Context: an optimization exercise on an open-source flow, tuned for small area. The choices shown serve that exercise and are no tape-out recipe.
Where RTL was checked, it was by simulation tests only, not by an equivalence proof against the original.
No activity file was given, so power comes from the tool's default toggle rates.

==> run A: inputs <==
Design MemChecker, start of the top module:
module MemChecker(
  input          clock,
  input          reset,
  output [31:0]  io_mem_address,
  output [63:0]  io_mem_byteenable,
  output         io_mem_read,
  input  [511:0] io_mem_readdata,
  input  [1:0]   io_mem_response,
  output         io_mem_write,
  output [511:0] io_mem_writedata,
  input          io_mem_waitrequest,
  input          io_mem_readdatavalid,
  input          io_mem_writeresponsevalid,
  output [7:0]   io_mem_burstcount,
  output         io_ctrl_AW_ready,
  input          io_ctrl_AW_valid,
  input  [7:0]   io_ctrl_AW_bits_addr,
  input  [2:0]   io_ctrl_AW_bits_prot,
  output         io_ctrl_W_ready,
  input          io_ctrl_W_valid,
  input  [31:0]  io_ctrl_W_bits_wdata,
  input  [3:0]   io_ctrl_W_bits_wstrb,
  input          io_ctrl_B_ready,
  output         io_ctrl_B_valid,
  output [1:0]   io_ctrl_B_bits,
  output         io_ctrl_AR_ready,
  input          io_ctrl_AR_valid,
  input  [7:0]   io_ctrl_AR_bits_addr,
  input  [2:0]   io_ctrl_AR_bits_prot,
  input          io_ctrl_R_ready,
  output         io_ctrl_R_valid,
  output [31:0]  io_ctrl_R_bits_rdata,
  output [1:0]   io_ctrl_R_bits_rresp
);
  reg         reset_d;     
  always @(posedge clock) reset_d <= reset;
  reg  [1:0]  state_wr;    
  reg         wr_en;
  reg  [5:0]  wr_addr;
  reg  [31:0] wr_data;
  reg  [1:0]  state_rd;    
  reg  [5:0]  rd_addr;
  reg  [31:0] rd_data;
  wire wr_s0 = state_wr == 2'd0;
  wire wr_s1 = state_wr == 2'd1;
  wire wr_s2 = state_wr == 2'd2;
  wire wr_s3 = state_wr == 2'd3;
  wire aw_rdy = wr_s0 | wr_s2;
  wire w_rdy  = wr_s0 | wr_s1;
  always @(posedge clock) begin
    if (reset) begin
      state_wr <= 2'd0;
    end else begin
  ...
==> module MemCheckerWrPat, before the edit <==
module MemCheckerWrPat #(parameter W = 26) (
  input  [2:0]   mode,
  input  [W-1:0] n,
  output [511:0] pat
);
  wire m1 = mode == 3'd1;
  wire m2 = mode == 3'd2;
  wire m3 = mode == 3'd3;
  wire m4 = mode == 3'd4;
  wire m5 = mode == 3'd5;
  wire m6 = mode == 3'd6;
  wire m7 = mode == 3'd7;
  wire walk = m2 | m3;
  wire G = m1 | m3 | (m4 & ~n[0]);
  wire [7:0] phi;
  wire [15:0] plo;
  wire [3:0] dl;
  genvar i, c, l;
  generate
    for (i = 0; i < 8; i = i + 1) begin : g_phi
      assign phi[i] = ~walk | (n[6:4] == i);
    end
    for (i = 0; i < 16; i = i + 1) begin : g_plo
      assign plo[i] = ~walk | (n[3:0] == i);
    end
    for (i = 0; i < 4; i = i + 1) begin : g_dl
      assign dl[i] = n[8:7] == i;
    end
  endgenerate
  wire [3:0] bU  = ({4{m2}} & ~dl) | ({4{m3}} & dl);
  wire [3:0] bA5 = bU | ({4{m5}} & 4'b0101);
  wire [3:0] bB5 = bU | ({4{m5}} & 4'b0011);
  wire [3:0] bA6 = bU | ({4{m6}} & 4'b0101);
  wire [3:0] bB6 = bU | ({4{m6}} & 4'b0011);
  wire [3:0] bA7 = bU | ({4{m7}} & 4'b0101);
  wire [3:0] bB7 = bU | ({4{m7}} & 4'b0011);
  wire [7:0] phm2 = phi & {8{m2}};
  wire [31:0] bUh;
  generate
    for (i = 0; i < 32; i = i + 1) begin : g_buh
      assign bUh[i] = phi[i / 4] & bU[i % 4];
    end
  endgenerate
  generate
    for (c = 0; c < 128; c = c + 1) begin : g_col
      localparam integer B5 = c % 8;
      localparam integer B6 = c % 32;
      wire v5, v6, v7;
      if (B5 < 4) begin : g5c
        assign v5 = ((c >> (3 + B5)) & 1) ? m5 : 1'b0;
      end else if (B5 < 6) begin : g5m
        assign v5 = m5;
      end else begin : g5n
        assign v5 = m5 & n[B5 - 6];
      end
      if (B6 < 2) begin : g6c
        assign v6 = ((c >> (5 + B6)) & 1) ? m6 : 1'b0;
      end else if (B6 < 4) begin : g6m
        assign v6 = m6;
      end else if (B6 - 4 < W) begin : g6n
        assign v6 = m6 & n[B6 - 4];
      end else begin : g6z
        assign v6 = 1'b0;
      end
      if (c < 2) begin : g7m
        assign v7 = m7;
      end else if (c - 2 < W) begin : g7n
        assign v7 = m7 & n[c - 2];
      end else begin : g7z
        assign v7 = 1'b0;
      end
      wire g = ~((phm2[c / 16] & plo[c % 16]) | G | v5 | v6 | v7);
      if ((B5 == 4) || (B5 == 5) || (B6 == 2) || (B6 == 3) || (c < 2)) begin : g_mix
        wire a = phi[c / 16] & plo[c % 16];
        wire [3:0] b = (B5 == 4) ? bA5 : (B5 == 5) ? bB5 : (B6 == 2) ? bA6 : (B6 == 3) ? bB6 :
                       (c == 0) ? bA7 : bB7;
        for (l = 0; l < 4; l = l + 1) begin : g_lane
          assign pat[128 * l + c] = ~((a & b[l]) | g);
        end
      end else begin : g_uni
        for (l = 0; l < 4; l = l + 1) begin : g_lane
          assign pat[128 * l + c] = ~((plo[c % 16] & bUh[4 * (c / 16) + l]) | g);
        end
      end
    end
  endgenerate
endmodule
export LEC_CHECK = 0
export ABC_AREA = 0
export CAP_MARGIN = 30
export CORE_AREA = 3 3 422 422
export DIE_AREA = 0 0 425 425
export PLACE_DENSITY = 0.9
export SLEW_MARGIN = 30
create_clock -name core_clock -period 10.0 [get_ports {clock}]
standard.sh (not shown) runs the stock make flow with config.mk's settings and CLKGATE_MAP_FILE= SYNTH_SCRIPT=/design/flow/synth_recipe.tcl, a recipe that flattens the netlist after the stock synthesis.
==> flow/flow/run.sh <==
#!/bin/bash
# Layout flow: the standard flow (standard.sh) with these changes to how the layout is built:
#  - synthesis is standard.sh's own, except that ABC maps the logic with an area-oriented
#    script (flow/abc_area_nf.script) instead of ORFS's abc_speed.script; the flip-flops,
#    their names and cell types come out as in the standard synthesis;
#  - the port buffers that buffer_ports inserts use the smallest buffer cell (buf_1);
#  - clock tree synthesis runs without dummy loads.
# Output: synth.log (synthesis), standard.log (the rest of the flow); ORFS's logs under orfs/logs.
set -euo pipefail
work=$(pwd)
rm -rf "$work/orfs_scripts"
cp -r "$FLOW_HOME/scripts" "$work/orfs_scripts"
cp "$work/flow/abc_area_nf.script" "$work/orfs_scripts/abc_speed.script"
SCRIPTS_DIR="$work/orfs_scripts" bash standard.sh synth > synth.log 2>&1
export BUFFER_PORTS_ARGS="-buffer_cell sky130_fd_sc_hd__buf_1"
export CTS_ARGS="-sink_clustering_enable -repair_clock_nets -dont_use_dummy_load -buf_list {sky130_fd_sc_hd__clkbuf_4 sky130_fd_sc_hd__clkbuf_8}"
bash standard.sh > standard.log 2>&1
==> flow/flow/abc_area_nf.script <==
&get -n
&st
&dch
&nf -a
&put
==> inputs of run K, as changes to run A <==
--- a/flow/design.v
+++ b/flow/design.v
@@ -85,11 +85,4 @@
   wire [3:0] bA7 = bU | ({4{m7}} & 4'b0101);
   wire [3:0] bB7 = bU | ({4{m7}} & 4'b0011);
-  wire [7:0] phm2 = phi & {8{m2}};
-  wire [31:0] bUh;
-  generate
-    for (i = 0; i < 32; i = i + 1) begin : g_buh
-      assign bUh[i] = phi[i / 4] & bU[i % 4];
-    end
-  endgenerate
   generate
     for (c = 0; c < 128; c = c + 1) begin : g_col
@@ -120,16 +113,10 @@
         assign v7 = 1'b0;
       end
-      wire g = ~((phm2[c / 16] & plo[c % 16]) | G | v5 | v6 | v7);
-      if ((B5 == 4) || (B5 == 5) || (B6 == 2) || (B6 == 3) || (c < 2)) begin : g_mix
-        wire a = phi[c / 16] & plo[c % 16];
-        wire [3:0] b = (B5 == 4) ? bA5 : (B5 == 5) ? bB5 : (B6 == 2) ? bA6 : (B6 == 3) ? bB6 :
-                       (c == 0) ? bA7 : bB7;
-        for (l = 0; l < 4; l = l + 1) begin : g_lane
-          assign pat[128 * l + c] = ~((a & b[l]) | g);
-        end
-      end else begin : g_uni
-        for (l = 0; l < 4; l = l + 1) begin : g_lane
-          assign pat[128 * l + c] = ~((plo[c % 16] & bUh[4 * (c / 16) + l]) | g);
-        end
+      wire a = phi[c / 16] & plo[c % 16];
+      wire g = ~((m2 & a) | G | v5 | v6 | v7);
+      wire [3:0] b = (B5 == 4) ? bA5 : (B5 == 5) ? bB5 : (B6 == 2) ? bA6 : (B6 == 3) ? bB6 :
+                     (c == 0) ? bA7 : (c == 1) ? bB7 : bU;
+      for (l = 0; l < 4; l = l + 1) begin : g_lane
+        assign pat[128 * l + c] = ~((a & b[l]) | g);
       end
     end
Settings changed: CAP_MARGIN 30 to 10, PLACE_DENSITY 0.9 to unset, SLEW_MARGIN 30 to 10.
==> summary.txt <==
quantity                                                                               run A                                            run K
Status                                                              timing/DRC/antenna clean                       complete, but fails checks
Violated checks                                                                            -  max-capacitance violations, max-slew violations
Hold_ws                                                                             0.353 ns                                         0.303 ns
Sequential portion of the cell area                                                    0.338                                            0.337
Required arrival time at the worst endpoint                                         10.32 ns                                         10.38 ns
Fraction of standard cell area in multi-input logic                                    0.453                                            0.456
Starting density of the core                                                           0.224                                            0.226
Worst R2R Path Depth                                                                      32                                               34
Pin count of the biggest net entering global routing                                      71                                               87
First-pass GRT wire length                                                         416000 um                                        413000 um
Sequential share of the synthesized area                                               0.432                                            0.427
Library cell with the highest instance count after synthesis        sky130_fd_sc_hd__a21oi_1                         sky130_fd_sc_hd__a31oi_1
Portion of synthesized cell area occupied by the leading cell type                     0.304                                            0.300
Max Slew Vio Count                                                                         0                                                5
Cell Pwr Density                                                                 190 mW/mm^2                                      200 mW/mm^2
Final Total Pwr                                                                      9460 uW                                          9990 uW
The RTL of run K was laid out without a check of its function.

## separate check: timing with driven ports
Ports are ideal in the flow. The routed layouts listed here were re-timed in OpenROAD.
Step 1: set_driving_cell puts a clkbuf_16 on clock and a buf_2 on each other input, an assumption about the parent block.
Step 2 adds t to the input delays and takes it off the output delays; t is the mean of the earliest and latest rising clock arrival at the registers after step 1. Input paths then give back, and output paths get back, about the clock's delay inside the block.
Three values: ideal ports, drivers, drivers and shift; two values: the first two.
| run | shift t [ns] | slack for setup (ns) | hold WS [ns] | worst setup path at the end | worst register clock-pin slew, ns |
|---|---|---|---|---|---|
| run A | 0.737 | 1.466 / 1.451 / 0.714 | 0.353 / 0.353 / 0.353 | input to register | 0.08 / 0.08 |
| run K | 0.727 | 1.328 / 1.349 / 0.622 | 0.303 / 0.303 / 0.303 | input to register | 0.07 / 0.07 |
For run A, which loses most, drivers alone change the setup slack by -0.015 ns; drivers and shift together by -0.752 ns.
